Context: an optimization exercise on an open-source flow, tuned for small area. The choices shown serve that exercise and are no tape-out recipe. Function was checked by simulation only, so behaviour that the tests miss may differ from the original. No activity file was given, so power comes from the tool's default toggle rates.

File: design/flow/run.sh
#!/bin/bash
# synth_recipe.tcl (not shown) runs the flow's synth.tcl, then flattens the netlist and writes it again
# the make line also repeats each setting of config.mk as NAME=value (left out here)
make -C /OpenROAD-flow-scripts/flow DESIGN_CONFIG=/design/flow/config.mk WORK_HOME=/design/flow/orfs CLKGATE_MAP_FILE= SYNTH_SCRIPT=/design/flow/synth_recipe.tcl finish
File: design/flow/config.mk
export PLATFORM = sky130hd
export DESIGN_NAME = pong
export DESIGN_NICKNAME = pong
export VERILOG_FILES = /design/flow/design.v
export SDC_FILE = /design/flow/constraint.sdc
export NUM_CORES = 4
export LEC_CHECK = 0
export CAP_MARGIN = 20
export CORE_MARGIN = 2
export CORE_UTILIZATION = 40
export SLEW_MARGIN = 20
File: design/flow/constraint.sdc
create_clock -name core_clock -period 10.0 [get_ports {clock}]
set_input_delay 2.0000 -clock core_clock [delete_from_list [all_inputs] [get_ports {clock}]]
set_output_delay 2.0000 -clock core_clock [all_outputs]
set_load 0.01 [all_outputs]
File: design/flow/design.v
function ge;
  input [9:0] v;
  input [9:0] k;
  integer i;
  begin
    ge = 1'b1;
    for (i = 0; i < 10; i = i + 1)
      ge = k[i] ? (v[i] & ge) : (v[i] | ge);
  end
endfunction
function le;
  input [9:0] v;
  input [9:0] k;
  integer i;
  begin
    le = 1'b1;
    for (i = 0; i < 10; i = i + 1)
      le = k[i] ? (~v[i] | le) : (~v[i] & le);
  end
endfunction
function [10:0] sub10;
  input [9:0] a;
  input [9:0] b;
  integer i;
  reg c;
  begin
    c = 1'b0;
    for (i = 0; i < 10; i = i + 1) begin
      sub10[i] = a[i] ^ b[i] ^ c;
      c = (~a[i] & b[i]) | (~(a[i] ^ b[i]) & c);
    end
    sub10[10] = c;
  end
endfunction
function [9:0] add10;
  input [9:0] a;
  input [9:0] b;
  integer i;
  reg c;
  begin
    c = 1'b0;
    for (i = 0; i < 10; i = i + 1) begin
      add10[i] = a[i] ^ b[i] ^ c;
      c = (a[i] & b[i]) | ((a[i] ^ b[i]) & c);
    end
  end
endfunction
function [9:0] inc10;
  input [9:0] v;
  input en;
  integer i;
  reg c;
  begin
    c = en;
    for (i = 0; i < 10; i = i + 1) begin
      inc10[i] = v[i] ^ c;
      c = c & v[i];
    end
  end
endfunction
function [9:0] step10;
  input [9:0] v;
  input en;
  input dn;
  integer i;
  reg c;
  begin
    c = en;
    for (i = 0; i < 10; i = i + 1) begin
      step10[i] = v[i] ^ c;
      c = c & (v[i] ^ dn);
    end
  end
endfunction
`timescale 1ns / 1ps
module pong_timer(
    input clock,
    input reset,
    output btick,
    output ptick,
    output reg [9:0] x,
    output reg [9:0] y,
    output act,
    output hsync,
    output vsync
  );
function ge;
  input [9:0] v;
  input [9:0] k;
  integer i;
  begin
    ge = 1'b1;
    for (i = 0; i < 10; i = i + 1)
      ge = k[i] ? (v[i] & ge) : (v[i] | ge);
  end
endfunction
function le;
  input [9:0] v;
  input [9:0] k;
  integer i;
  begin
    le = 1'b1;
    for (i = 0; i < 10; i = i + 1)
      le = k[i] ? (~v[i] | le) : (~v[i] & le);
  end
endfunction
function [10:0] sub10;
  input [9:0] a;
  input [9:0] b;
  integer i;
  reg c;
  begin
    c = 1'b0;
    for (i = 0; i < 10; i = i + 1) begin
      sub10[i] = a[i] ^ b[i] ^ c;
      c = (~a[i] & b[i]) | (~(a[i] ^ b[i]) & c);
    end
    sub10[10] = c;
  end
endfunction
function [9:0] add10;
  input [9:0] a;
  input [9:0] b;
  integer i;
  reg c;
  begin
    c = 1'b0;
    for (i = 0; i < 10; i = i + 1) begin
      add10[i] = a[i] ^ b[i] ^ c;
      c = (a[i] & b[i]) | ((a[i] ^ b[i]) & c);
    end
  end
endfunction
function [9:0] inc10;
  input [9:0] v;
  input en;
  integer i;
  reg c;
  begin
    c = en;
    for (i = 0; i < 10; i = i + 1) begin
      inc10[i] = v[i] ^ c;
      c = c & v[i];
    end
  end
endfunction
function [9:0] step10;
  input [9:0] v;
  input en;
  input dn;
  integer i;
  reg c;
  begin
    c = en;
    for (i = 0; i < 10; i = i + 1) begin
      step10[i] = v[i] ^ c;
      c = c & (v[i] ^ dn);
    end
  end
endfunction
  reg [8:0] cnt;
  reg [1:0] m3;
  reg [3:0] m11;
  wire wrap = &cnt[8:4] & ~cnt[2] & cnt[1] & cnt[0];    
  assign btick = wrap & m3[1];                          
  assign ptick = wrap & m11[3] & m11[1];                
  wire [9:0] cnt_inc = inc10({1'b0, cnt}, 1'b1);
  always @(posedge clock) begin
    if (~reset) begin
      cnt <= 9'h1ff;
      m3  <= 2'd0;
      m11 <= 4'd0;
    end else begin
      cnt <= wrap ? 9'd0 : cnt_inc[8:0];
      if (wrap) begin
        m3  <= {m3[0], ~m3[1] & ~m3[0]};
        m11 <= (m11[3] & m11[1]) ? 4'd0 : m11 + 4'd1;
      end
    end
  end
  wire xend = x[9] & x[8] & (&x[4:0]);    
  wire yend = y[9] & y[3] & y[2];         
  wire [9:0] x_inc = inc10(x, 1'b1);
  wire [9:0] y_inc = inc10(y, 1'b1);
  always @(posedge clock) begin
    if (~reset) begin
      x <= 10'd0;
      y <= 10'd0;
    end else if (~cnt[0]) begin
      if (~xend) x <= x_inc;
      else begin
        x <= 10'd0;
        y <= yend ? 10'd0 : y_inc;
      end
    end
  end
  assign act   = ~(x[9] & (x[8] | x[7])) & ~(y[9] | (&y[8:5]));    
  assign hsync = ~(ge(x, 656) & le(x, 751));
  assign vsync = ~(y[9:1] == 9'd245);                             
endmodule
module pong_restart(
    input clock,
    input reset,
    input switch,
    output reg ar
  );
  reg ar1;
  always @(posedge clock) begin
    if (~reset | ~switch) begin
      ar  <= 1'b0;
      ar1 <= 1'b0;
    end else begin
      if (~ar & ~ar1) ar <= 1'b1;
      if (ar & ~ar1) begin
        ar1 <= 1'b1;
        ar  <= 1'b0;
      end
    end
  end
endmodule
module pong_paddle(
    input clock,
    input reset,
    input ar,
    input ptick,
    input pushUp,
    input pushDown,
    output reg [9:0] pad
  );
function ge;
  input [9:0] v;
  input [9:0] k;
  integer i;
  begin
    ge = 1'b1;
    for (i = 0; i < 10; i = i + 1)
      ge = k[i] ? (v[i] & ge) : (v[i] | ge);
  end
endfunction
function le;
  input [9:0] v;
  input [9:0] k;
  integer i;
  begin
    le = 1'b1;
    for (i = 0; i < 10; i = i + 1)
      le = k[i] ? (~v[i] | le) : (~v[i] & le);
  end
endfunction
function [10:0] sub10;
  input [9:0] a;
  input [9:0] b;
  integer i;
  reg c;
  begin
    c = 1'b0;
    for (i = 0; i < 10; i = i + 1) begin
      sub10[i] = a[i] ^ b[i] ^ c;
      c = (~a[i] & b[i]) | (~(a[i] ^ b[i]) & c);
    end
    sub10[10] = c;
  end
endfunction
function [9:0] add10;
  input [9:0] a;
  input [9:0] b;
  integer i;
  reg c;
  begin
    c = 1'b0;
    for (i = 0; i < 10; i = i + 1) begin
      add10[i] = a[i] ^ b[i] ^ c;
      c = (a[i] & b[i]) | ((a[i] ^ b[i]) & c);
    end
  end
endfunction
function [9:0] inc10;
  input [9:0] v;
  input en;
  integer i;
  reg c;
  begin
    c = en;
    for (i = 0; i < 10; i = i + 1) begin
      inc10[i] = v[i] ^ c;
      c = c & v[i];
    end
  end
endfunction
function [9:0] step10;
  input [9:0] v;
  input en;
  input dn;
  integer i;
  reg c;
  begin
    c = en;
    for (i = 0; i < 10; i = i + 1) begin
      step10[i] = v[i] ^ c;
      c = c & (v[i] ^ dn);
    end
  end
endfunction
  wire pad_top = ~(|pad[9:5] | pad[0]);                 
  wire pad_bot = pad[8] & pad[7] & pad[5] & pad[4];      
  wire [9:0] pad_mv = add10(pad, pushUp ? 10'd3 : 10'h3fd);
  always @(posedge clock) begin
    if (~reset | ar)
      pad <= 10'd220;
    else if (ptick & ((~pushUp & ~pad_top) | (pushUp & ~pushDown & ~pad_bot)))
      pad <= pad_mv;
  end
endmodule
module pong_impact(
    input clock,
    input reset,
    input [9:0] bx,
    input [9:0] by,
    input [9:0] pad,
    output reg sent,        
    output reg pt,          
    output reg [2:0] sec    
  );
function ge;
  input [9:0] v;
  input [9:0] k;
  integer i;
  begin
    ge = 1'b1;
    for (i = 0; i < 10; i = i + 1)
      ge = k[i] ? (v[i] & ge) : (v[i] | ge);
  end
endfunction
function le;
  input [9:0] v;
  input [9:0] k;
  integer i;
  begin
    le = 1'b1;
    for (i = 0; i < 10; i = i + 1)
      le = k[i] ? (~v[i] | le) : (~v[i] & le);
  end
endfunction
function [10:0] sub10;
  input [9:0] a;
  input [9:0] b;
  integer i;
  reg c;
  begin
    c = 1'b0;
    for (i = 0; i < 10; i = i + 1) begin
      sub10[i] = a[i] ^ b[i] ^ c;
      c = (~a[i] & b[i]) | (~(a[i] ^ b[i]) & c);
    end
    sub10[10] = c;
  end
endfunction
function [9:0] add10;
  input [9:0] a;
  input [9:0] b;
  integer i;
  reg c;
  begin
    c = 1'b0;
    for (i = 0; i < 10; i = i + 1) begin
      add10[i] = a[i] ^ b[i] ^ c;
      c = (a[i] & b[i]) | ((a[i] ^ b[i]) & c);
    end
  end
endfunction
function [9:0] inc10;
  input [9:0] v;
  input en;
  integer i;
  reg c;
  begin
    c = en;
    for (i = 0; i < 10; i = i + 1) begin
      inc10[i] = v[i] ^ c;
      c = c & v[i];
    end
  end
endfunction
function [9:0] step10;
  input [9:0] v;
  input en;
  input dn;
  integer i;
  reg c;
  begin
    c = en;
    for (i = 0; i < 10; i = i + 1) begin
      step10[i] = v[i] ^ c;
      c = c & (v[i] ^ dn);
    end
  end
endfunction
  reg st, nst;
  wire [10:0] d = sub10(add10(by, 10'd3), pad);
  wire onpad = ~d[10] & le(d[9:0], 40);
  wire [5:0] dl = d[5:0];
  wire [2:0] sec_code = le(dl, 5)  ? 3'b101 :    
                        le(dl, 11) ? 3'b110 :    
                        le(dl, 16) ? 3'b111 :    
                        le(dl, 22) ? 3'b000 :
                        le(dl, 28) ? 3'b001 :    
                        le(dl, 34) ? 3'b010 :    
                                     3'b011;     
  always @(posedge clock) begin
    if (~reset) begin
      st <= 1'b0;
      nst <= 1'b0;
      sent <= 1'b0;
      pt <= 1'b0;
      sec <= 3'b000;
    end else begin
      st <= nst;
      if (~st) begin
        if ((bx == 10'd33) & onpad) begin
          pt <= 1'b0;
          sec <= sec_code;
          nst <= 1'b1;
        end else if (~ge(bx, 10) & ~onpad) begin
          pt <= 1'b1;
          nst <= 1'b0;
        end else begin
          pt <= 1'b0;
          sent <= 1'b1;
          nst <= 1'b0;
        end
      end else begin
        if (bx == 10'd630) nst <= 1'b0;
        else begin
          sent <= 1'b0;
          nst <= 1'b1;
        end
      end
    end
  end
endmodule
module pong_ball(
    input clock,
    input reset,
    input btick,
    input ar,
    input sent,
    input pt,
    input [2:0] sec,
    output reg [9:0] bx,
    output reg [9:0] by
  );
function ge;
  input [9:0] v;
  input [9:0] k;
  integer i;
  begin
    ge = 1'b1;
    for (i = 0; i < 10; i = i + 1)
      ge = k[i] ? (v[i] & ge) : (v[i] | ge);
  end
endfunction
function le;
  input [9:0] v;
  input [9:0] k;
  integer i;
  begin
    le = 1'b1;
    for (i = 0; i < 10; i = i + 1)
      le = k[i] ? (~v[i] | le) : (~v[i] & le);
  end
endfunction
function [10:0] sub10;
  input [9:0] a;
  input [9:0] b;
  integer i;
  reg c;
  begin
    c = 1'b0;
    for (i = 0; i < 10; i = i + 1) begin
      sub10[i] = a[i] ^ b[i] ^ c;
      c = (~a[i] & b[i]) | (~(a[i] ^ b[i]) & c);
    end
    sub10[10] = c;
  end
endfunction
function [9:0] add10;
  input [9:0] a;
  input [9:0] b;
  integer i;
  reg c;
  begin
    c = 1'b0;
    for (i = 0; i < 10; i = i + 1) begin
      add10[i] = a[i] ^ b[i] ^ c;
      c = (a[i] & b[i]) | ((a[i] ^ b[i]) & c);
    end
  end
endfunction
function [9:0] inc10;
  input [9:0] v;
  input en;
  integer i;
  reg c;
  begin
    c = en;
    for (i = 0; i < 10; i = i + 1) begin
      inc10[i] = v[i] ^ c;
      c = c & v[i];
    end
  end
endfunction
function [9:0] step10;
  input [9:0] v;
  input en;
  input dn;
  integer i;
  reg c;
  begin
    c = en;
    for (i = 0; i < 10; i = i + 1) begin
      step10[i] = v[i] ^ c;
      c = c & (v[i] ^ dn);
    end
  end
endfunction
  reg [3:0] rnd;
  reg ponto2, s2, s3, a1, a2, a11, a22;
  wire [9:0] yr = (rnd == 4'd1)  ? 10'd100 :
                  (rnd == 4'd2)  ? 10'd400 :
                  (rnd == 4'd3)  ? 10'd270 :
                  (rnd == 4'd4)  ? 10'd133 :
                  (rnd == 4'd5)  ? 10'd450 :
                  (rnd == 4'd6)  ? 10'd310 :
                  (rnd == 4'd7)  ? 10'd210 :
                  (rnd == 4'd8)  ? 10'd35  :
                  (rnd == 4'd9)  ? 10'd335 :
                  (rnd == 4'd10) ? 10'd135 : 10'd227;
  wire bx632 = (bx == 10'd632);
  wire top  = le(by, 29);
  wire bot  = ge(by, 464);
  wire xl10 = le(bx, 10);
  wire restart = pt | ponto2 | ar;
  reg [1:0] dx;      
  reg [2:0] dy;      
  reg n_ponto2, n_s2, n_s3, n_a1, n_a2, n_a11, n_a22;
  always @(*) begin
    dx = 2'b00;
    dy = 3'b000;
    {n_ponto2, n_s2, n_s3, n_a1, n_a2, n_a11, n_a22} = {ponto2, s2, s3, a1, a2, a11, a22};
    if (top) begin
      n_a1 = 1'b1;
      dy = 3'b001;
      if (bx632) n_a2 = 1'b1;
    end else if (a1 & ~a2) begin
      if (bx632) begin
        n_a2 = 1'b1;
        n_s2 = 1'b1;
      end else if (bot) begin
        n_a2 = 1'b1;
        n_s2 = 1'b0;
      end else if (sent & xl10) begin
        n_ponto2 = 1'b1;
      end else begin
        dx = sent ? 2'b11 : 2'b01;
        dy = 3'b001;
      end
    end else if (a2) begin
      n_a1 = 1'b0;
      n_a2 = 1'b0;
    end else if (bot) begin
      n_a11 = 1'b1;
      dx = 2'b01;
      dy = 3'b111;
      if (bx632) n_a22 = 1'b1;
    end else if (a11 & ~a22) begin
      if (bx632) begin
        n_a22 = 1'b1;
        n_s3 = 1'b1;
      end else if (sent & xl10) begin
        n_ponto2 = 1'b1;
      end else begin
        dx = sent ? 2'b11 : 2'b01;
        dy = 3'b111;
      end
    end else if (a22) begin
      n_a11 = 1'b0;
      n_a22 = 1'b0;
    end else if (sent) begin
      dx = 2'b11;
      dy = s2 ? 3'b001 : s3 ? 3'b111 : 3'b000;
    end else begin
      dx = 2'b01;
      dy = sec;
    end
  end
  wire ld = ~reset | (btick & restart);
  wire mv = btick & ~restart;
  wire [9:0] bx_step = step10(bx, mv & dx[0], dx[1]);
  wire [9:0] by_step = add10(by, {{7{mv & dy[2]}}, mv & dy[2], mv & dy[1], mv & dy[0]});
  wire [9:0] by_ld = reset ? yr : 10'd237;
  always @(posedge clock) begin
    bx <= ld ? 10'd630 : bx_step;
    by <= ld ? by_ld : by_step;
    if (~reset)
      rnd <= 4'd0;
    else if (btick & restart)
      rnd <= rnd + 4'd1;
    if (ld)
      {ponto2, s2, s3, a1, a2, a11, a22} <= 7'd0;
    else if (btick)
      {ponto2, s2, s3, a1, a2, a11, a22} <= {n_ponto2, n_s2, n_s3, n_a1, n_a2, n_a11, n_a22};
  end
endmodule
module pong_picture(
    input clock,
    input switch,
    input [9:0] x,
    input [9:0] y,
    input act,
    input [9:0] pad,
    input [9:0] bx,
    input [9:0] by,
    output reg r,
    output reg g,
    output reg b
  );
function ge;
  input [9:0] v;
  input [9:0] k;
  integer i;
  begin
    ge = 1'b1;
    for (i = 0; i < 10; i = i + 1)
      ge = k[i] ? (v[i] & ge) : (v[i] | ge);
  end
endfunction
function le;
  input [9:0] v;
  input [9:0] k;
  integer i;
  begin
    le = 1'b1;
    for (i = 0; i < 10; i = i + 1)
      le = k[i] ? (~v[i] | le) : (~v[i] & le);
  end
endfunction
function [10:0] sub10;
  input [9:0] a;
  input [9:0] b;
  integer i;
  reg c;
  begin
    c = 1'b0;
    for (i = 0; i < 10; i = i + 1) begin
      sub10[i] = a[i] ^ b[i] ^ c;
      c = (~a[i] & b[i]) | (~(a[i] ^ b[i]) & c);
    end
    sub10[10] = c;
  end
endfunction
function [9:0] add10;
  input [9:0] a;
  input [9:0] b;
  integer i;
  reg c;
  begin
    c = 1'b0;
    for (i = 0; i < 10; i = i + 1) begin
      add10[i] = a[i] ^ b[i] ^ c;
      c = (a[i] & b[i]) | ((a[i] ^ b[i]) & c);
    end
  end
endfunction
function [9:0] inc10;
  input [9:0] v;
  input en;
  integer i;
  reg c;
  begin
    c = en;
    for (i = 0; i < 10; i = i + 1) begin
      inc10[i] = v[i] ^ c;
      c = c & v[i];
    end
  end
endfunction
function [9:0] step10;
  input [9:0] v;
  input en;
  input dn;
  integer i;
  reg c;
  begin
    c = en;
    for (i = 0; i < 10; i = i + 1) begin
      step10[i] = v[i] ^ c;
      c = c & (v[i] ^ dn);
    end
  end
endfunction
  wire [10:0] py = sub10(y, pad);
  wire [10:0] qy = sub10(y, by);
  wire [10:0] qx = sub10(x, bx);
  wire paddle = ge(x, 30) & le(x, 33) & ~py[10] & le(py[9:0], 40);
  wire ball   = ~qx[10] & le(qx[9:0], 4) & ~qy[10] & le(qy[9:0], 6);
  wire gc = ((ge(x,318) && le(x,322)) && (ge(y,0) && le(y,25))) ||
            ((ge(y,25) && le(y,28)) || ge(y,476) || (ge(x,636) && ge(y,25))) || paddle || ball;
  wire gr = ((ge(y,4) && le(y,20)) && (ge(x,15) && le(x,16))) || ((ge(y,4) && le(y,5)) && (ge(x,17) && le(x,21))) ||
            ((ge(y,4) && le(y,8)) && (ge(x,21) && le(x,22))) || ((ge(y,9) && le(y,10)) && (ge(x,17) && le(x,22)));
  wire gg = ((ge(y,4) && le(y,20)) && (ge(x,336) && le(x,337))) || ((ge(y,4) && le(y,5)) && (ge(x,337) && le(x,347))) ||
            ((ge(y,19) && le(y,20)) && (ge(x,337) && le(x,347)));
  wire mc = ((ge(x,30) && le(x,33)) && (ge(y,210) && le(y,250))) || ((ge(x,100) && le(x,104)) && (ge(y,210) && le(y,216))) ||
            ((ge(x,200) && le(x,204)) && (ge(y,310) && le(y,316))) || ((ge(x,300) && le(x,304)) && (ge(y,250) && le(y,256))) ||
            ((ge(x,318) && le(x,322)) && (ge(y,420) && le(y,450))) || ((ge(y,446) && le(y,450)) && (ge(x,322) && le(x,342))) ||
            ((ge(x,342) && le(x,346)) && (ge(y,420) && le(y,450))) || ((ge(y,430) && le(y,433)) && (ge(x,327) && le(x,337))) ||
            ((ge(x,331) && le(x,333)) && (ge(y,410) && le(y,433))) || ((ge(x,310) && le(x,311)) && (ge(y,410) && le(y,423))) ||
            ((ge(x,307) && le(x,311)) && (ge(y,444) && le(y,450)));
  wire mr = ((ge(x,200) && le(x,204)) && (ge(y,80) && le(y,135))) || ((ge(y,80) && le(y,84)) && (ge(x,204) && le(x,232))) ||
            ((ge(y,80) && le(y,109)) && (ge(x,232) && le(x,236))) || ((ge(y,105) && le(y,109)) && (ge(x,204) && le(x,232))) ||
            ((ge(x,256) && le(x,260)) && (ge(y,80) && le(y,135))) || ((ge(y,80) && le(y,84)) && (ge(x,260) && le(x,288))) ||
            ((ge(y,80) && le(y,135)) && (ge(x,288) && le(x,292))) || ((ge(y,131) && le(y,135)) && (ge(x,260) && le(x,288))) ||
            ((ge(x,308) && le(x,312)) && (ge(y,80) && le(y,135))) || ((ge(y,80) && le(y,135)) && (ge(x,340) && le(x,344))) ||
            ((ge(y,80) && le(y,84)) && (ge(x,312) && le(x,316))) || ((ge(y,84) && le(y,88)) && (ge(x,316) && le(x,320))) ||
            ((ge(y,88) && le(y,92)) && (ge(x,320) && le(x,324))) || ((ge(y,92) && le(y,96)) && (ge(x,324) && le(x,328))) ||
            ((ge(y,96) && le(y,100)) && (ge(x,328) && le(x,332))) || ((ge(y,100) && le(y,104)) && (ge(x,332) && le(x,336))) ||
            ((ge(y,104) && le(y,108)) && (ge(x,336) && le(x,340))) ||
            ((ge(x,364) && le(x,368)) && (ge(y,80) && le(y,135))) || ((ge(y,80) && le(y,84)) && (ge(x,368) && le(x,394))) ||
            ((ge(y,106) && le(y,135)) && (ge(x,392) && le(x,396))) || ((ge(y,131) && le(y,135)) && (ge(x,368) && le(x,394))) ||
            ((ge(y,106) && le(y,110)) && (ge(x,380) && le(x,394)));
  wire mb = ((ge(x,394) && le(x,398)) && (ge(y,150) && le(y,180))) || ((ge(y,150) && le(y,154)) && (ge(x,398) && le(x,413))) ||
            ((ge(y,160) && le(y,164)) && (ge(x,398) && le(x,413))) ||
            ((ge(x,423) && le(x,427)) && (ge(y,150) && le(y,180))) || ((ge(y,150) && le(y,154)) && (ge(x,427) && le(x,442))) ||
            ((ge(x,438) && le(x,442)) && (ge(y,150) && le(y,164))) || ((ge(y,165) && le(y,169)) && (ge(x,427) && le(x,442))) ||
            ((ge(x,452) && le(x,456)) && (ge(y,150) && le(y,180))) || ((ge(y,150) && le(y,154)) && (ge(x,456) && le(x,471))) ||
            ((ge(x,467) && le(x,471)) && (ge(y,170) && le(y,180))) || ((ge(y,166) && le(y,170)) && (ge(x,465) && le(x,471))) ||
            ((ge(y,176) && le(y,180)) && (ge(x,456) && le(x,471))) ||
            ((ge(x,481) && le(x,485)) && (ge(y,150) && le(y,180))) || ((ge(y,150) && le(y,154)) && (ge(x,485) && le(x,500))) ||
            ((ge(x,496) && le(x,500)) && (ge(y,150) && le(y,180))) || ((ge(y,165) && le(y,169)) && (ge(x,485) && le(x,500)));
  always @(posedge clock) begin
    if (~switch) begin
      r <= act & (mc | mr);
      b <= act & (mc | mb);
      g <= act & mc;
    end else begin
      r <= act & (gc | gr);
      b <= act & gc;
      g <= act & (gc | gg);
    end
  end
endmodule
module pong(
    input clock,
    output [3:0] red,
    output [3:0] green,
    output [3:0] blue,
    output hsync, vsync, avideo,
    input switch,
    input reset,
    input pushUp,
    input pushDown
  );
  wire btick, ptick, act, ar, sent, pt, r, g, b;
  wire [9:0] x, y, pad, bx, by;
  wire [2:0] sec;
  pong_timer   tmr (.clock(clock), .reset(reset), .btick(btick), .ptick(ptick), .x(x), .y(y),
                    .act(act), .hsync(hsync), .vsync(vsync));
  pong_restart rst (.clock(clock), .reset(reset), .switch(switch), .ar(ar));
  pong_paddle  pdl (.clock(clock), .reset(reset), .ar(ar), .ptick(ptick), .pushUp(pushUp),
                    .pushDown(pushDown), .pad(pad));
  pong_impact  imp (.clock(clock), .reset(reset), .bx(bx), .by(by), .pad(pad), .sent(sent),
                    .pt(pt), .sec(sec));
  pong_ball    bal (.clock(clock), .reset(reset), .btick(btick), .ar(ar), .sent(sent), .pt(pt),
                    .sec(sec), .bx(bx), .by(by));
  pong_picture pic (.clock(clock), .switch(switch), .x(x), .y(y), .act(act), .pad(pad), .bx(bx),
                    .by(by), .r(r), .g(g), .b(b));
  assign avideo = act;
  assign red   = {4{r}};
  assign green = {4{g}};
  assign blue  = {4{b}};
endmodule
==> results.json, run 1 <==
{
  "place_ws_ns": 3.10,
  "synthCells": 1019,
  "cts_tree": "built",
  "synth_fp_nets": 1125,
  "syn_avg_cell_area_sq_um": 8.06,
  "firstDrtPassIters": 6,
  "dp_hpwl_mm": 16.9,
  "ios": 20,
  "die-area_sq_um": 21700,
  "cts_buffers": 9,
  "endpoint_kind": "flip-flop",
  "post-place-cells": 1239,
  "timing.hold.ws_ns": 0.434,
  "worstMarginPinSlew_ns": 0.992,
  "p_switching_uw": 220,
  "nets": 1086,
  "ant_nets": 0,
  "viasPerCell": 6.00,
  "antenna_found_initial": 0,
  "powerDensity_nw_per_um2": 91.7,
  "synth_area_sq_um": 8220,
  "worst-endpoint-required_ns": 10.28,
  "grt_pass1_wl_mm": 37.9,
  "cap_violations": 0,
  "seq_power_share_pct": 47.0,
  "drt_first_iter_violations": 659,
  "stdcell_count": 1255,
  "startpoint_type": "input port",
  "cts_setup_buffers": 0,
  "ys_types": 81,
  "yosys_most_used_dff": "dfxtp_1",
  "synth_top_cells_by_count": "nand2_1, nor2_1, dfxtp_1",
  "port_buffers": 19,
  "power.leakage_nw": 3.17,
  "fin_crit_ns": 6.51,
  "clock_latency_ns": 0.36,
  "die_w_microns": 147,
  "synth-edff-count": 0,
  "gp_congestion": 0.969,
  "vdd_drop_max_v": 0.000119,
  "power_frac_comb_pct": 10.2,
  "wl_per_cell_microns": 18.6,
  "netlist.area_leader.share_pct": 21.4,
  "ctsHoldBuffers": 0,
  "crit_type": "in -> reg",
  "clock_power_share_pct": 42.8,
  "root_buffer": "clkbuf_16",
  "die_y_microns": 147,
  "grt_use_total_pct": 21.9,
  "cts-resized-gates": 0,
  "arrival_ns": 6.80,
  "ys_seq_area_share_pct": 21.4,
  "ctsHtreeMaxLevel": 3,
  "drc": 0,
  "grt_max_degree": 47,
  "rsz0062_at_grt": "no",
  "min_path_type": "reg -> reg",
  "n_antenna_cell": 0,
  "clock_skew_ns": 0.0155,
  "cts.path.max_buffers": 2,
  "ys_top_cells_by_area": "dfxtp_1, fa_1, ha_1",
  "clkSlewWorstSetupHoldPaths_ns": 0.07,
  "tns_ns": 0,
  "grt_overflow": 0,
  "core_sq_um": 20200,
  "vias": 7536,
  "drt-total-wl_mm": 23.4,
  "async_reset_ff_share_pct": 0,
  "synthMostInstantiatedCell": "nand2_1",
  "swShare_pct": 27.4,
  "synthToLayoutAreaGrowth_pct": 6.41,
  "setup_viol_count_final": 0,
  "rows": 52,
  "final_hold_viol_count": 0,
  "grt_pass1_vias": 6839,
  "cts_sinks": 88,
  "yosys_warnings": 6,
  "ys_ff_latch": 88,
  "min_period_over_period_pct": 65.1,
  "fin_ws_ns": 3.49,
  "synth_top_area_cell": "dfxtp_1",
  "drive_gt1_share_pct": 4.87,
  "status": "finished clean",
  "max_freq_mhz": 153,
  "critPathMaxFanout": 10,
  "relSlewSlack_pct": 33.5,
  "start_util_pct": 40.7,
  "drv_slew": 0,
  "power_uw": 801,
  "intPower_uw": 582
}
## power groups by stage
stage	sequential [mW]	clock (mW)	combinational [mW]
2_1_floorplan	0.381	0	0.0661
5_1_grt	0.380	0.364	0.0967
3_5_place_dp	0.385	0	0.0824
4_1_cts	0.377	0.352	0.0829
3_3_place_gp	0.385	0	0.0818
6_report	0.377	0.343	0.0815
## cell type report
class | instances | area (sq um)
clock inverter | 6 | 50.0
tap | 270 | 338
timing repair buffer | 28 | 258
inverter | 63 | 236
clock buffer | 10 | 239
fill | 2058 | 11400
multi-input combinational | 790 | 5860
sequential | 88 | 1760
## placed cells by master (no fill, tap or decap), types with 11 or more instances in the layout
master           Yosys  routed
fa_1                52      52
ha_1                49      49
a21boi_0            11      11
o211ai_1            11      11
and3_1              13      13
nor2_1              94      94
o21ai_0             47      47
nand2_1            100     100
inv_1               60      60
mux2i_1             18      18
nand4_1             21      21
nand3_1             23      23
nor4_1              16      16
and2_1              14      14
a31oi_1             15      15
nor3_1              33      32
a21oi_1             47      47
o2111ai_1           13      13
dfxtp_1             88      88
nand2b_1            22      22
clkdlybuf4s50_1      0      19
nor2b_1             22      22
## layer usage
metal	part of all wire, %	vias to the layer above	global-route usage (%)
met5	0	-	0
met2	45	313	33.4
met4	3.6	0	8.22
met3	6.7	68	3.94
met1	45	3575	30.9
li1	-	3580	-
## path summary, 6_finish.rpt
path,from,end,slack [ns],cells after the start
max,pushUp,pdl.pad[9],3.49,13
min,imp.nst,imp.st,0.43,1
max reg2reg,bal.bx[0],pic.r,3.79,16
min reg2reg,imp.nst,imp.st,0.43,1
## logic make-up (layout without fill, tap and decap cells)
group	count (synthesis)	in the layout	share of synthesized area (%)
xor gates and xnor gates	13	13	1.39
buffers and inverters	141	107	7.29
muxes	19	19	2.33
DFF	88	88	21.4
AOI/OAI and AO/OA	232	232	19.7
adders and majority gates	101	101	20.1
and+or+nand+nor	425	425	27.7
## worst max-delay path, stage by stage
cell,delay [ns]
clkdlybuf4s50_1,0.87
inv_1,0.17
fa_1,0.46
fa_1,0.39
fa_1,0.39
fa_1,0.39
fa_1,0.39
fa_1,0.39
fa_1,0.39
fa_1,0.38
xnor2_1,0.14
or3_1,0.33
a21oi_1,0.13
## flip-flops by register name, summed over array words and instances, names as in the netlist, 2 cells and up
signal   cells
tmr.x       10
tmr.cnt      9
imp.sec      3
bal.bx      10
tmr.m3       2
tmr.m11      4
bal.rnd      4
bal.by      10
pdl.pad     10
tmr.y       10
## per-stage QoR
| stage | area [sq um] | util [%] |
|---|---|---|
| after global placement | 8450 | 41.9 |
| after floorplan | 8220 | - |
| after detailed placement | 8450 | 41.9 |
| after CTS | 8740 | 43.3 |
| final | 8740 | 43.3 |
| after global routing | 8740 | 43.3 |
==> inputs of run 2 (changes only) <==
==> design/flow/flow/run.sh (new file) <==
#!/bin/bash
# Own layout flow: the standard synthesis, then the combinational logic is
# mapped again by ABC with an area-oriented script (the flip-flops, their
# names and cell types are kept as the standard synthesis made them), then
# the standard layout from floorplan to finish on that netlist.
set -euo pipefail
W=$(pwd)
PLAT=${FLOW_PLATFORM:-sky130hd}
R=$W/orfs/results/$PLAT/pong/base
L=$W/orfs/logs/$PLAT/pong/base

bash standard.sh synth > "$W/standard_synth.log" 2>&1

YOSYS=$(command -v yosys || true)
[ -n "$YOSYS" ] || YOSYS=$FLOW_HOME/../tools/install/yosys/bin/yosys
LIB=$FLOW_HOME/platforms/$PLAT/lib/sky130_fd_sc_hd__tt_025C_1v80.lib

cp "$R/1_2_yosys.v" "$W/standard_synth.v"
# the same don't-use cells as the standard synthesis gave ABC
DONT_USE=$(grep -m1 -o -- '^abc -script .*' "$L/1_2_yosys.log" | grep -o -- '-dont_use [^ ]*' | tr '\n' ' ')
# the sequential cells stay as they are
SEQ=$(grep -o 'sky130_fd_sc_hd__\(df\|edf\|sdf\|dl\|sdl\)[a-z0-9_]*' "$W/standard_synth.v" | sort -u | tr '\n' ' ')

cat > "$W/remap.ys" <<YS
read_liberty -ignore_miss_func $LIB
read_verilog $W/standard_synth.v
hierarchy -top $FLOW_TOP
setattr -mod -set blackbox 1 $SEQ
flatten
hierarchy -top $FLOW_TOP
opt_clean -purge
tee -o $W/remap_before.txt stat -liberty $LIB
abc -liberty $LIB $DONT_USE -script +strash;&get,-n;&deepsyn,-T,60;&put;dch,-f;amap
opt_clean -purge
setundef -zero
hilomap -singleton -hicell sky130_fd_sc_hd__conb_1 HI -locell sky130_fd_sc_hd__conb_1 LO
insbuf -buf sky130_fd_sc_hd__buf_4 A X
splitnets
opt_clean -purge
read_liberty -lib -ignore_redef $LIB
check -assert
tee -o $W/remap_after.txt stat -liberty $LIB
write_verilog -noattr -nohex -nodec $W/remap.v
YS
"$YOSYS" -s "$W/remap.ys" > "$W/remap.log" 2>&1

cp "$W/remap.v" "$R/1_2_yosys.v"
rm -f "$R/1_synth.odb" "$R/1_synth.sdc"
bash standard.sh > "$W/standard_layout.log" 2>&1
==> design/flow/standard.sh (new file) <==
#!/bin/bash
# synth_recipe.tcl (not shown) runs the flow's synth.tcl, then flattens the netlist and writes it again
# the make line also repeats each setting of config.mk as NAME=value (left out here)
make -C /OpenROAD-flow-scripts/flow DESIGN_CONFIG=/design/flow/config.mk WORK_HOME=/design/flow/orfs CLKGATE_MAP_FILE= SYNTH_SCRIPT=/design/flow/synth_recipe.tcl "${@:-finish}"
removed: design/flow/run.sh
==> results.json, run 2 <==
{
  "port_buffers": 19,
  "clock_power_share_pct": 46.9,
  "layout_common_cells": "nor2_1, clkinv_1, dfxtp_1, nand2_1, o21ai_0",
  "swShare_pct": 25.9,
  "core_sq_um": 15000,
  "tns_ns": 0,
  "synthCells": 953,
  "cts_tree": "built",
  "r2r-end": "bal.by[6]",
  "worstMarginPinSlew_ns": 0.894,
  "hold_end": "imp.st",
  "wl_per_cell_microns": 17.4,
  "rsz0062_at_grt": "no",
  "r2r-start": "bal.by[7]",
  "status": "finished clean",
  "power_frac_comb_pct": 7.5,
  "power.leakage_nw": 2.19,
  "cts_sinks": 88,
  "cts.path.max_buffers": 2,
  "seq_power_share_pct": 45.5,
  "endpoint_kind": "flip-flop",
  "crit_type": "reg -> reg",
  "grt_pass1_vias": 6372,
  "fin_crit_ns": 4.96,
  "synthToLayoutAreaGrowth_pct": 11.2,
  "die_w_microns": 127,
  "setup_viol_count_final": 0,
  "firstDrtPassIters": 7,
  "cts_setup_buffers": 0,
  "grt_pass1_wl_mm": 33.0,
  "min_period_over_period_pct": 49.6,
  "powerDensity_nw_per_um2": 122,
  "startpoint_type": "flip-flop",
  "syn_avg_cell_area_sq_um": 6.39,
  "ctsHoldBuffers": 0,
  "relSlewSlack_pct": 40.3,
  "clock_skew_ns": 0.0124,
  "synth_area_sq_um": 6090,
  "gp_congestion": 0.939,
  "clkSlewWorstSetupHoldPaths_ns": 0.07,
  "timing.hold.ws_ns": 0.443,
  "cts-resized-gates": 0,
  "max_freq_mhz": 202,
  "clock_latency_ns": 0.36,
  "rows": 45,
  "arrival_ns": 5.21,
  "final_common_cell": "nor2_1",
  "vias": 7012,
  "critPathMaxFanout": 10,
  "worst-endpoint-required_ns": 10.25,
  "viasPerCell": 6.02,
  "drc": 0,
  "antenna_found_initial": 0,
  "drt_first_iter_violations": 906,
  "cap_violations": 0,
  "cts_buffers": 9,
  "drt-total-wl_mm": 20.3,
  "root_buffer": "clkbuf_16",
  "r2r_slack_ns": 5.04,
  "fill_cells": 1625,
  "utilization_pct": 45.0,
  "drive_gt1_share_pct": 1.74,
  "min_path_type": "reg -> reg",
  "dp_hpwl_mm": 15.3,
  "grt_use_total_pct": 25.5,
  "grt_max_degree": 25,
  "ant_nets": 0,
  "nets": 977,
  "holdPathStages": 1,
  "p_switching_uw": 214,
  "die-area_sq_um": 16200,
  "ctsHtreeMaxLevel": 3,
  "die_y_microns": 127,
  "grt_overflow": 0,
  "yosys_warnings": 6,
  "intPower_uw": 614,
  "synth_fp_nets": 958,
  "n_antenna_cell": 0,
  "vdd_drop_max_v": 0.0000800,
  "drv_slew": 0,
  "ios": 20,
  "start_util_pct": 40.5,
  "rr_worst_depth": 19,
  "holdCritStartpoint": "imp.nst",
  "final_hold_viol_count": 0
}
==> run 2: worst max-delay path, stage by stage (launching register included) <==
cell and delay, ns:
dfxtp_1 0.39, clkinv_1 0.26, nor2_1 0.28, nand2_1 0.09
o21ai_0 0.61, clkinv_1 0.29, o21ai_0 0.21, nor3b_1 0.11
o21ai_0 0.37, clkinv_1 0.22, o21ai_0 0.17, o21ai_0 0.19
o21ai_0 0.35, nand2_1 0.11, nor2_1 0.23, nor2_1 0.10
o21ai_0 0.26, o21ai_0 0.16, nor2b_1 0.15, o311a_1 0.31
==> run 2: layer usage <==
layer	track usage, %	vias to the layer above	share of wire (%)
met4	9.70	0	2.8
met5	0	-	0
met3	5.19	57	8.7
met1	35.7	3138	46
li1	-	3463	-
met2	38.6	354	43
==> run 2: cell type report <==
cell class | count | area, sq um | area share (%)
clock inverters | 7 | 110 | 1.63
clock buffers | 9 | 225 | 3.33
well taps | 188 | 235 | 3.48
repair buffers | 20 | 198 | 2.92
inverters | 132 | 495 | 7.32
multi-input cells | 721 | 3740 | 55.3
flip-flops and latches | 88 | 1760 | 26.0
==> run 2: worst max path at each step <==
stage          startpoint         end
6_report        bal.by[7]   bal.by[6]
5_1_grt         bal.by[7]   bal.by[6]
4_1_cts             reset  imp.sec[2]
3_5_place_dp        reset  imp.sec[2]
3_3_place_gp        reset    imp.sent
2_1_floorplan   bal.by[7]   bal.by[6]
==> run 2: power by group through the flow <==
stage / Clock [mW] / Combinational, mW / Sequential [mW]
after floorplan: 0 / 0.0468 / 0.382
after global placement: 0 / 0.0617 / 0.384
after detailed placement: 0 / 0.0622 / 0.385
after CTS: 0.391 / 0.0624 / 0.377
after global routing: 0.404 / 0.0722 / 0.379
final: 0.389 / 0.0624 / 0.377
==> run 2: through the flow <==
| stage | setup WS [ns] | instances | power, mW | instance area, sq um |
|---|---|---|---|---|
| 2_1_floorplan | 6.11 | 953 | 0.429 | 6090 |
| 3_5_place_dp | 4.68 | 1149 | 0.447 | 6430 |
| 5_1_grt | 4.46 | 1165 | 0.855 | 6770 |
| 3_3_place_gp | 4.90 | 1149 | 0.446 | 6430 |
| 4_1_cts | 5.06 | 1165 | 0.830 | 6760 |
| 6_report | 5.04 | 1165 | 0.828 | 6770 |
==> inputs of run 3 (changes only) <==
--- a/design/flow/design.v
+++ b/design/flow/design.v
@@ -204,18 +204,10 @@
     input switch,
     output reg ar
   );
-  reg ar1;
+  reg p;
   always @(posedge clock) begin
-    if (~reset | ~switch) begin
-      ar  <= 1'b0;
-      ar1 <= 1'b0;
-    end else begin
-      if (~ar & ~ar1) ar <= 1'b1;
-      if (ar & ~ar1) begin
-        ar1 <= 1'b1;
-        ar  <= 1'b0;
-      end
-    end
+    p  <= reset & switch;
+    ar <= reset & switch & ~p;
   end
 endmodule
 module pong_paddle(
@@ -225,7 +217,7 @@
     input ptick,
     input pushUp,
     input pushDown,
-    output reg [9:0] pad
+    output reg [8:0] pad
   );
 function ge;
   input [9:0] v;
@@ -301,22 +293,22 @@
     end
   end
 endfunction
-  wire pad_top = ~(|pad[9:5] | pad[0]);                 
+  wire pad_top = ~(|pad[8:5] | pad[0]);                 
   wire pad_bot = pad[8] & pad[7] & pad[5] & pad[4];      
-  wire [9:0] pad_mv = add10(pad, pushUp ? 10'd3 : 10'h3fd);
+  wire [9:0] pad_mv = add10({1'b0, pad}, pushUp ? 10'd3 : 10'h3fd);
   always @(posedge clock) begin
     if (~reset | ar)
-      pad <= 10'd220;
+      pad <= 9'd220;
     else if (ptick & ((~pushUp & ~pad_top) | (pushUp & ~pushDown & ~pad_bot)))
-      pad <= pad_mv;
+      pad <= pad_mv[8:0];
   end
 endmodule
 module pong_impact(
     input clock,
     input reset,
     input [9:0] bx,
-    input [9:0] by,
-    input [9:0] pad,
+    input [8:0] by,
+    input [8:0] pad,
     output reg sent,        
     output reg pt,          
     output reg [2:0] sec    
@@ -396,25 +388,22 @@
   end
 endfunction
   reg st, nst;
-  wire [10:0] d = sub10(add10(by, 10'd3), pad);
-  wire onpad = ~d[10] & le(d[9:0], 40);
-  wire [5:0] dl = d[5:0];
-  wire [2:0] sec_code = le(dl, 5)  ? 3'b101 :    
-                        le(dl, 11) ? 3'b110 :    
-                        le(dl, 16) ? 3'b111 :    
-                        le(dl, 22) ? 3'b000 :
-                        le(dl, 28) ? 3'b001 :    
-                        le(dl, 34) ? 3'b010 :    
-                                     3'b011;     
+  wire [10:0] e = sub10({1'b0, by}, {1'b0, pad});
+  wire eneg = e[10] & (&e[9:2]) & (e[1] | e[0]);      
+  wire onpad = (~e[10] & le(e[9:0], 37)) | eneg;
+  wire [5:0] el = e[5:0];
+  wire [2:0] sec_code = (eneg | le(el, 2)) ? 3'b101 :    
+                        le(el, 8)  ? 3'b110 :            
+                        le(el, 13) ? 3'b111 :            
+                        le(el, 19) ? 3'b000 :
+                        le(el, 25) ? 3'b001 :            
+                        le(el, 31) ? 3'b010 :            
+                                     3'b011;             
   always @(posedge clock) begin
+    st <= nst;
     if (~reset) begin
-      st <= 1'b0;
       nst <= 1'b0;
-      sent <= 1'b0;
-      pt <= 1'b0;
-      sec <= 3'b000;
     end else begin
-      st <= nst;
       if (~st) begin
         if ((bx == 10'd33) & onpad) begin
           pt <= 1'b0;
@@ -447,7 +436,7 @@
     input pt,
     input [2:0] sec,
     output reg [9:0] bx,
-    output reg [9:0] by
+    output reg [8:0] by
   );
 function ge;
   input [9:0] v;
@@ -525,19 +514,19 @@
 endfunction
   reg [3:0] rnd;
   reg ponto2, s2, s3, a1, a2, a11, a22;
-  wire [9:0] yr = (rnd == 4'd1)  ? 10'd100 :
-                  (rnd == 4'd2)  ? 10'd400 :
-                  (rnd == 4'd3)  ? 10'd270 :
-                  (rnd == 4'd4)  ? 10'd133 :
-                  (rnd == 4'd5)  ? 10'd450 :
-                  (rnd == 4'd6)  ? 10'd310 :
-                  (rnd == 4'd7)  ? 10'd210 :
-                  (rnd == 4'd8)  ? 10'd35  :
-                  (rnd == 4'd9)  ? 10'd335 :
-                  (rnd == 4'd10) ? 10'd135 : 10'd227;
+  wire [8:0] yr = (rnd == 4'd1)  ? 9'd100 :
+                  (rnd == 4'd2)  ? 9'd400 :
+                  (rnd == 4'd3)  ? 9'd270 :
+                  (rnd == 4'd4)  ? 9'd133 :
+                  (rnd == 4'd5)  ? 9'd450 :
+                  (rnd == 4'd6)  ? 9'd310 :
+                  (rnd == 4'd7)  ? 9'd210 :
+                  (rnd == 4'd8)  ? 9'd35  :
+                  (rnd == 4'd9)  ? 9'd335 :
+                  (rnd == 4'd10) ? 9'd135 : 9'd227;
   wire bx632 = (bx == 10'd632);
-  wire top  = le(by, 29);
-  wire bot  = ge(by, 464);
+  wire top  = le({1'b0, by}, 29);
+  wire bot  = ge({1'b0, by}, 464);
   wire xl10 = le(bx, 10);
   wire restart = pt | ponto2 | ar;
   reg [1:0] dx;      
@@ -596,11 +585,11 @@
   wire ld = ~reset | (btick & restart);
   wire mv = btick & ~restart;
   wire [9:0] bx_step = step10(bx, mv & dx[0], dx[1]);
-  wire [9:0] by_step = add10(by, {{7{mv & dy[2]}}, mv & dy[2], mv & dy[1], mv & dy[0]});
-  wire [9:0] by_ld = reset ? yr : 10'd237;
+  wire [9:0] by_step = add10({1'b0, by}, {{7{mv & dy[2]}}, mv & dy[2], mv & dy[1], mv & dy[0]});
+  wire [8:0] by_ld = reset ? yr : 9'd237;
   always @(posedge clock) begin
     bx <= ld ? 10'd630 : bx_step;
-    by <= ld ? by_ld : by_step;
+    by <= ld ? by_ld : by_step[8:0];
     if (~reset)
       rnd <= 4'd0;
     else if (btick & restart)
@@ -615,11 +604,11 @@
     input clock,
     input switch,
     input [9:0] x,
-    input [9:0] y,
+    input [9:0] yin,
     input act,
-    input [9:0] pad,
+    input [8:0] pad,
     input [9:0] bx,
-    input [9:0] by,
+    input [8:0] by,
     output reg r,
     output reg g,
     output reg b
@@ -698,8 +687,9 @@
     end
   end
 endfunction
-  wire [10:0] py = sub10(y, pad);
-  wire [10:0] qy = sub10(y, by);
+  wire [9:0] y = {1'b0, yin[8:0]};
+  wire [10:0] py = sub10(y, {1'b0, pad});
+  wire [10:0] qy = sub10(y, {1'b0, by});
   wire [10:0] qx = sub10(x, bx);
   wire paddle = ge(x, 30) & le(x, 33) & ~py[10] & le(py[9:0], 40);
   wire ball   = ~qx[10] & le(qx[9:0], 4) & ~qy[10] & le(qy[9:0], 6);
@@ -760,7 +750,8 @@
     input pushDown
   );
   wire btick, ptick, act, ar, sent, pt, r, g, b;
-  wire [9:0] x, y, pad, bx, by;
+  wire [9:0] x, y, bx;
+  wire [8:0] pad, by;
   wire [2:0] sec;
   pong_timer   tmr (.clock(clock), .reset(reset), .btick(btick), .ptick(ptick), .x(x), .y(y),
                     .act(act), .hsync(hsync), .vsync(vsync));
@@ -771,7 +762,7 @@
                     .pt(pt), .sec(sec));
   pong_ball    bal (.clock(clock), .reset(reset), .btick(btick), .ar(ar), .sent(sent), .pt(pt),
                     .sec(sec), .bx(bx), .by(by));
-  pong_picture pic (.clock(clock), .switch(switch), .x(x), .y(y), .act(act), .pad(pad), .bx(bx),
+  pong_picture pic (.clock(clock), .switch(switch), .x(x), .yin(y), .act(act), .pad(pad), .bx(bx),
                     .by(by), .r(r), .g(g), .b(b));
   assign avideo = act;
   assign red   = {4{r}};
--- a/design/flow/flow/run.sh
+++ b/design/flow/flow/run.sh
@@ -1,8 +1,12 @@
 #!/bin/bash
-# Own layout flow: the standard synthesis, then the combinational logic is
-# mapped again by ABC with an area-oriented script (the flip-flops, their
-# names and cell types are kept as the standard synthesis made them), then
-# the standard layout from floorplan to finish on that netlist.
+# Own layout flow:
+#  1. the standard synthesis (bash standard.sh synth);
+#  2. the combinational logic mapped again by ABC with an area-oriented
+#     script; the flip-flops, their names and their cells stay as the
+#     standard synthesis made them;
+#  3. the standard layout from floorplan to finish on that netlist, with
+#     the smallest buffer on each port and a clock tree of small buffers.
+# Each tool's output goes to a log file of its own in this folder.
 set -euo pipefail
 W=$(pwd)
 PLAT=${FLOW_PLATFORM:-sky130hd}
@@ -30,11 +34,11 @@
 hierarchy -top $FLOW_TOP
 opt_clean -purge
 tee -o $W/remap_before.txt stat -liberty $LIB
-abc -liberty $LIB $DONT_USE -script +strash;&get,-n;&deepsyn,-T,60;&put;dch,-f;amap
+abc -liberty $LIB $DONT_USE -script +strash;&get,-n;&deepsyn,-T,${DEEPSYN_T:-120};&put;dch,-f;amap
 opt_clean -purge
 setundef -zero
 hilomap -singleton -hicell sky130_fd_sc_hd__conb_1 HI -locell sky130_fd_sc_hd__conb_1 LO
-insbuf -buf sky130_fd_sc_hd__buf_4 A X
+insbuf -buf sky130_fd_sc_hd__buf_1 A X
 splitnets
 opt_clean -purge
 read_liberty -lib -ignore_redef $LIB
@@ -46,4 +50,7 @@
 
 cp "$W/remap.v" "$R/1_2_yosys.v"
 rm -f "$R/1_synth.odb" "$R/1_synth.sdc"
+
+export BUFFER_PORTS_ARGS="-buffer_cell sky130_fd_sc_hd__buf_1"
+export CTS_ARGS="-sink_clustering_enable -repair_clock_nets -dont_use_dummy_load ${CTS_EXTRA:-}"
 bash standard.sh > "$W/standard_layout.log" 2>&1
==> results.json, run 3 <==
{
  "worstMarginPinSlew_ns": 0.923,
  "rsz0062_at_grt": "no",
  "drc": 0,
  "clkSlewWorstSetupHoldPaths_ns": 0.06,
  "cts_setup_buffers": 0,
  "dr_wl_met3_mm": 1.76,
  "antenna_found_initial": 0,
  "port_buffers": 19,
  "gp_congestion": 1.04,
  "die-area_sq_um": 15400,
  "multi_input_area_sq_um": 3460,
  "clock_latency_ns": 0.35,
  "n_antenna_cell": 0,
  "synthCells": 883,
  "syn_avg_cell_area_sq_um": 6.52,
  "grt_overflow": 0,
  "routed.top_layer": "met4",
  "stdcell_count": 1079,
  "intPower_uw": 528,
  "ios": 20,
  "drt-total-wl_mm": 18.8,
  "grt_max_degree": 20,
  "min_path_type": "reg -> reg",
  "clock_skew_ns": 0.0198,
  "dp_hpwl_mm": 14.3,
  "grt_use_total_pct": 24.9,
  "critPathMaxFanout": 6,
  "layout.area.seq_sq_um": 1770,
  "min_period_over_period_pct": 44.3,
  "ctsHoldBuffers": 0,
  "cts_buffers": 9,
  "fill_cells": 1509,
  "power.leakage_nw": 1.92,
  "viasPerCell": 6.06,
  "start_util_pct": 41.2,
  "relSlewSlack_pct": 37.6,
  "largestRegisters": "bal.bx: 10 flops, tmr.x: 10 flops, tmr.y: 10 flops",
  "layout_common_cells": "nor2_1, clkinv_1, dfxtp_1, nand2_1, o21ai_0",
  "routed-wl-met2_mm": 7.84,
  "worst-endpoint-required_ns": 10.00,
  "seq_power_share_pct": 52.3,
  "ant_nets": 0,
  "drive_gt1_share_pct": 1.00,
  "cts-resized-gates": 0,
  "p_switching_uw": 164,
  "startpoint_type": "flip-flop",
  "cts_tree": "built",
  "final_hold_viol_count": 0,
  "final_common_cell": "nor2_1",
  "powerDensity_nw_per_um2": 111,
  "fin_crit_ns": 4.43,
  "tns_ns": 0,
  "synthToLayoutAreaGrowth_pct": 8.28,
  "drt_first_iter_violations": 917,
  "timing.hold.ws_ns": 0.343,
  "core_sq_um": 14000,
  "max_freq_mhz": 226,
  "synth_fp_nets": 888,
  "arrival_ns": 4.43,
  "synth_area_sq_um": 5760,
  "rows": 43,
  "root_buffer": "clkbuf_16",
  "wl_per_cell_microns": 17.4,
  "nets": 906,
  "drt-met1-wl_mm": 8.59,
  "cts.path.max_buffers": 2,
  "post-place-cells": 1070,
  "power_frac_comb_pct": 6.3,
  "setup_viol_count_final": 0,
  "cts_sinks": 86,
  "endpoint_kind": "flip-flop",
  "vias": 6538,
  "clock_power_share_pct": 41.4,
  "die_y_microns": 124,
  "drv_slew": 0,
  "swShare_pct": 23.7,
  "crit_type": "reg -> reg",
  "die_w_microns": 124,
  "status": "finished clean",
  "cap_violations": 0,
  "grt_pass1_wl_mm": 29.5,
  "grt_pass1_vias": 5762,
  "firstDrtPassIters": 6,
  "vdd_drop_max_v": 0.0000924,
  "yosys_warnings": 6,
  "ctsHtreeMaxLevel": 3,
  "power_uw": 693
}
## run 3: area by class of cell
cell class	count	area share, %
clock buffers	9	3.61
inverters	129	7.77
multi-input cells	656	55.4
flip-flops and latches	86	28.4
well taps	180	3.61
repair buffers	19	1.14
## run 3: per-stage QoR
step	instance area [sq um]	setup slack [ns]	util, %
after CTS	6230	5.60	44.6
after global routing	6230	4.88	44.6
after global placement	6010	5.74	43.0
after detailed placement	6010	5.60	43.0
final	6230	5.57	44.6
after floorplan	5760	6.33	-
## run 3: path summary, 6_finish.rpt
path             start    endpoint  slack (ns)  depth (start not counted)
max          bal.by[1]  imp.sec[2]        5.57                         21
min            imp.nst      imp.st        0.34                          0
min reg2reg    imp.nst      imp.st        0.34                          0
max reg2reg  bal.by[1]  imp.sec[2]        5.57                         21
## run 3: metal layers
layer  global-route usage (%)  vias up
li1                         -     3216
met1                     34.0     2925
met2                     37.5      335
met3                     6.09       62
met4                     10.5        0
met5                        0        -
## run 3: worst max-delay path, cell delays in order (launching register included)
cell and delay (ns):
dfxtp_1 0.42, clkinv_1 0.22, o22ai_1 0.22, clkinv_1 0.10, nand2_1 0.08, o21ai_0 0.11
nand2_1 0.09, o21ai_0 0.10, nand2_1 0.10, o21ai_0 0.10, nand2_1 0.10, o21ai_0 0.10
nand2_1 0.10, o21ai_0 0.17, o21ai_0 0.16, o22ai_1 0.14, nor2b_1 0.18, a2111oi_0 0.65
a31oi_1 0.15, nor3_1 0.30, clkinv_1 0.14, nor3_1 0.34
## run 3: power by group through the flow
stage / logic [mW] / registers, mW / clock network, mW
after floorplan: 0.0333 / 0.368 / 0
after global placement: 0.0429 / 0.370 / 0
after detailed placement: 0.0434 / 0.370 / 0
after CTS: 0.0435 / 0.362 / 0.294
after global routing: 0.0504 / 0.363 / 0.308
final: 0.0436 / 0.362 / 0.287
==> inputs of run 4 (changes only) <==
--- a/design/flow/design.v
+++ b/design/flow/design.v
@@ -728,9 +728,9 @@
             ((ge(x,496) && le(x,500)) && (ge(y,150) && le(y,180))) || ((ge(y,165) && le(y,169)) && (ge(x,485) && le(x,500)));
   always @(posedge clock) begin
     if (~switch) begin
-      r <= act & (mc | mr);
-      b <= act & (mc | mb);
-      g <= act & mc;
+      r <= mc | mr;
+      b <= mc | mb;
+      g <= mc;
     end else begin
       r <= act & (gc | gr);
       b <= act & gc;
--- a/design/flow/flow/run.sh
+++ b/design/flow/flow/run.sh
@@ -2,7 +2,7 @@
 # Own layout flow:
 #  1. the standard synthesis (bash standard.sh synth);
 #  2. the combinational logic mapped again by ABC with an area-oriented
-#     script; the flip-flops, their names and their cells stay as the
+#     script (deepsyn, best of four seeds); the flip-flops, their names and their cells stay as the
 #     standard synthesis made them;
 #  3. the standard layout from floorplan to finish on that netlist, with
 #     the smallest buffer on each port and a clock tree of small buffers.
@@ -25,7 +25,11 @@
 # the sequential cells stay as they are
 SEQ=$(grep -o 'sky130_fd_sc_hd__\(df\|edf\|sdf\|dl\|sdl\)[a-z0-9_]*' "$W/standard_synth.v" | sort -u | tr '\n' ' ')
 
-cat > "$W/remap.ys" <<YS
+# ABC's deepsyn is run with a few random seeds side by side; the smallest
+# mapped netlist is kept
+remap() {
+  local S=$1
+  cat > "$W/remap_s$S.ys" <<YS
 read_liberty -ignore_miss_func $LIB
 read_verilog $W/standard_synth.v
 hierarchy -top $FLOW_TOP
@@ -34,7 +38,7 @@
 hierarchy -top $FLOW_TOP
 opt_clean -purge
 tee -o $W/remap_before.txt stat -liberty $LIB
-abc -liberty $LIB $DONT_USE -script +strash;&get,-n;&deepsyn,-T,${DEEPSYN_T:-120};&put;dch,-f;amap
+abc -liberty $LIB $DONT_USE -script +strash;&get,-n;&deepsyn,-S,$S,-T,240;&put;dch,-f;amap
 opt_clean -purge
 setundef -zero
 hilomap -singleton -hicell sky130_fd_sc_hd__conb_1 HI -locell sky130_fd_sc_hd__conb_1 LO
@@ -43,14 +47,30 @@
 opt_clean -purge
 read_liberty -lib -ignore_redef $LIB
 check -assert
-tee -o $W/remap_after.txt stat -liberty $LIB
-write_verilog -noattr -nohex -nodec $W/remap.v
+tee -o $W/remap_s$S.txt stat -liberty $LIB
+write_verilog -noattr -nohex -nodec $W/remap_s$S.v
 YS
-"$YOSYS" -s "$W/remap.ys" > "$W/remap.log" 2>&1
+  "$YOSYS" -s "$W/remap_s$S.ys" > "$W/remap_s$S.log" 2>&1
+}
+for S in 0 1 2 3; do remap $S & done
+wait
+BEST=""
+BEST_AREA=""
+for S in 0 1 2 3; do
+  [ -f "$W/remap_s$S.v" ] || continue
+  A=$(grep -m1 'Chip area' "$W/remap_s$S.txt" | awk '{print $NF}')
+  if [ -z "$BEST" ] || awk -v a="$A" -v b="$BEST_AREA" 'BEGIN { exit !(a < b) }'; then
+    BEST=$S
+    BEST_AREA=$A
+  fi
+done
+[ -n "$BEST" ] || { echo "no remapped netlist" >&2; exit 1; }
+echo "remap: seed $BEST, area $BEST_AREA" > "$W/remap_choice.txt"
+cp "$W/remap_s$BEST.v" "$W/remap.v"
 
 cp "$W/remap.v" "$R/1_2_yosys.v"
 rm -f "$R/1_synth.odb" "$R/1_synth.sdc"
 
 export BUFFER_PORTS_ARGS="-buffer_cell sky130_fd_sc_hd__buf_1"
-export CTS_ARGS="-sink_clustering_enable -repair_clock_nets -dont_use_dummy_load ${CTS_EXTRA:-}"
+export CTS_ARGS="-sink_clustering_enable -repair_clock_nets -dont_use_dummy_load -buf_list sky130_fd_sc_hd__clkbuf_8"
 bash standard.sh > "$W/standard_layout.log" 2>&1
==> results.json, run 4 <==
{
  "powerDensity_nw_per_um2": 98.9,
  "post-place-cells": 1072,
  "firstDrtPassIters": 6,
  "layout.area.seq_sq_um": 1770,
  "largestRegisters": "bal.bx: 10 flops, tmr.x: 10 flops, tmr.y: 10 flops",
  "setup_viol_count_final": 0,
  "yosys_warnings": 6,
  "port_buffers": 19,
  "rsz0062_at_grt": "no",
  "worstMarginPinSlew_ns": 0.986,
  "holdCritStartpoint": "imp.nst",
  "drt-total-wl_mm": 18.3,
  "startpoint_type": "flip-flop",
  "tns_ns": 0,
  "synth_fp_nets": 889,
  "drt_first_iter_violations": 624,
  "critPathMaxFanout": 6,
  "max_freq_mhz": 207,
  "clkSlewWorstSetupHoldPaths_ns": 0.10,
  "status": "finished clean",
  "cp_slowest_cell": "nor4_1",
  "root_buffer": "clkbuf_8",
  "clock_skew_ns": 0.0317,
  "vias": 6366,
  "grt_pass1_vias": 5685,
  "worst-endpoint-required_ns": 10.27,
  "arrival_ns": 5.11,
  "cts-resized-gates": 0,
  "ios": 20,
  "vdd_drop_max_v": 0.0000616,
  "synth_area_sq_um": 5680,
  "crit_family": "simple AND/OR/NAND/NOR gates",
  "cts.path.max_buffers": 2,
  "wl_per_cell_microns": 16.9,
  "drv_slew": 0,
  "relSlewSlack_pct": 33.7,
  "die-area_sq_um": 15200,
  "cts_setup_buffers": 0,
  "r2r-start": "bal.by[6]",
  "die_y_microns": 123,
  "fill_cells": 1487,
  "path_buf_inv": 5,
  "gp_congestion": 1.04,
  "dp_hpwl_mm": 13.9,
  "synthCells": 884,
  "die_w_microns": 123,
  "cts_tree": "built",
  "cap_violations": 0,
  "grt_max_degree": 21,
  "power_uw": 600,
  "placed_area_sq_um": 5940,
  "multi_input_area_sq_um": 3430,
  "clock_latency_ns": 0.39,
  "cp_cell_sequence": "clkinv_1 -> nor4_1 -> clkinv_1 -> o31ai_1 -> a21oi_1 -> or3_1 -> o21ai_0 -> o21ai_0 -> nor2_1 -> clkinv_1 -> nand2_1 -> o21ai_0 -> nor3_1 -> o22ai_1 -> nor2_1 -> clkinv_1 -> nor2_1 -> clkinv_1 -> nor3_1 -> nor2_1 -> o22a_1",
  "hold_end": "imp.st",
  "drc": 0,
  "crit_type": "reg -> reg",
  "cts_sinks": 86,
  "rr_worst_depth": 21,
  "drive_gt1_share_pct": 1.11,
  "stdcell_count": 1081,
  "endpoint_kind": "flip-flop",
  "utilization_pct": 43.7,
  "grt_pass1_wl_mm": 29.4,
  "r2r_slack_ns": 5.17,
  "max_stage_delay_ns": 0.88,
  "grt_overflow": 0,
  "antenna_found_initial": 0,
  "synthToLayoutAreaGrowth_pct": 6.74,
  "nets": 908,
  "holdPathStages": 0,
  "final_common_cell": "nor2_1",
  "r2r-end": "bal.by[7]",
  "ant_nets": 0,
  "grt_use_total_pct": 25.1,
  "min_path_type": "reg -> reg",
  "layout_common_cells": "nor2_1, clkinv_1, dfxtp_1, nand2_1, o21ai_0",
  "core_sq_um": 13900,
  "power.leakage_nw": 1.89,
  "n_antenna_cell": 0,
  "start_util_pct": 40.9,
  "fin_crit_ns": 4.83,
  "min_period_over_period_pct": 48.3,
  "viasPerCell": 5.89,
  "final_cell_area_sq_um": 6070,
  "ctsHtreeMaxLevel": 3,
  "ctsHoldBuffers": 0,
  "cts_buffers": 9,
  "critPathMostFrequentCell": "clkinv_1",
  "syn_avg_cell_area_sq_um": 6.43,
  "rows": 43,
  "final_hold_viol_count": 0
}
-- run 4: how the worst max path moves through the flow --
stage | start | endpoint | slack [ns] | cells after the start
final | bal.by[6] | bal.by[7] | 5.17 | 21
after global routing | bal.by[6] | bal.by[7] | 4.59 | 21
after CTS | bal.by[6] | bal.by[7] | 5.21 | 21
after detailed placement | reset | bal.by[5] | 4.94 | 5
after global placement | reset | bal.by[5] | 5.06 | 5
after floorplan | tmr.cnt[6] | bal.by[7] | 5.86 | 23
-- run 4: worst register-to-register path: cells and delay by family (launching register included) --
family                 cells  cell delay, ns
AND/OR/NAND/NOR            9            2.39
AO/OA/AOI/OAI              7            1.10
buffers and inverters      5            0.83
flip-flops                 1            0.43
-- run 4: power breakdown --
part	switching [mW]	total, mW	leakage, nW	internal (mW)
combinational	0.0275	0.0413	1.12	0.0138
sequential	0.00600	0.361	0.701	0.355
clock	0.117	0.198	0.0647	0.0806
total	0.151	0.600	1.89	0.449
-- run 4: layout make-up --
class	instances	area share (%)
sequential	86	29.2
tap	180	3.71
multi-input combinational	669	56.5
timing repair buffer	20	1.30
clock buffer	9	2.04
inverter	117	7.24
-- run 4: stage by stage --
stage | hold WS, ns | worst slack (ns)
4_1_cts | 0.350 | 5.21
3_3_place_gp | 0.312 | 5.06
6_report | 0.348 | 5.17
2_1_floorplan | 0.310 | 5.86
3_5_place_dp | 0.319 | 4.94
5_1_grt | 0.354 | 4.59
-- run 4: routing by layer --
| metal | wire, microns | global-route usage, % | part of all wire, % | up-vias |
|---|---|---|---|---|
| met1 | 8510 | 34.0 | 47 | 2840 |
| met3 | 1170 | 3.78 | 6.4 | 51 |
| li1 | - | - | - | 3200 |
| met4 | 637 | 12.4 | 3.5 | 0 |
| met5 | 0 | 0 | 0 | - |
| met2 | 7960 | 38.9 | 44 | 275 |

==> separate check: timing with driven ports <==
No port has a modelled driver above. Below, the same layouts with a new extraction and two added sets of constraints.
Step 1 sets driving cells, clkbuf_16 on the clock port and buf_2 on the other inputs (assumed; they add their load-dependent delay and slew).
Step 2 also shifts input and output timing later by t, the mid clock arrival at the registers, as if the neighbouring blocks saw the same clock.
a / b / c = no drivers / after step 1 / after step 2; a / b = the first two.
run	t (ns)	setup slack, ns	cell pins on the clock port's net
run 1	0.394	3.485 / 3.503 / 3.109	1
run 2	0.401	5.038 / 5.038 / 4.669	1
run 3	0.383	5.570 / 5.570 / 5.570	1
run 4	0.416	5.169 / 5.169 / 5.079	1
After both steps setup and hold are still met in every run listed. The setup slack of run 1, which loses most, moves by +0.018 ns with the drivers and by -0.376 ns with both steps.
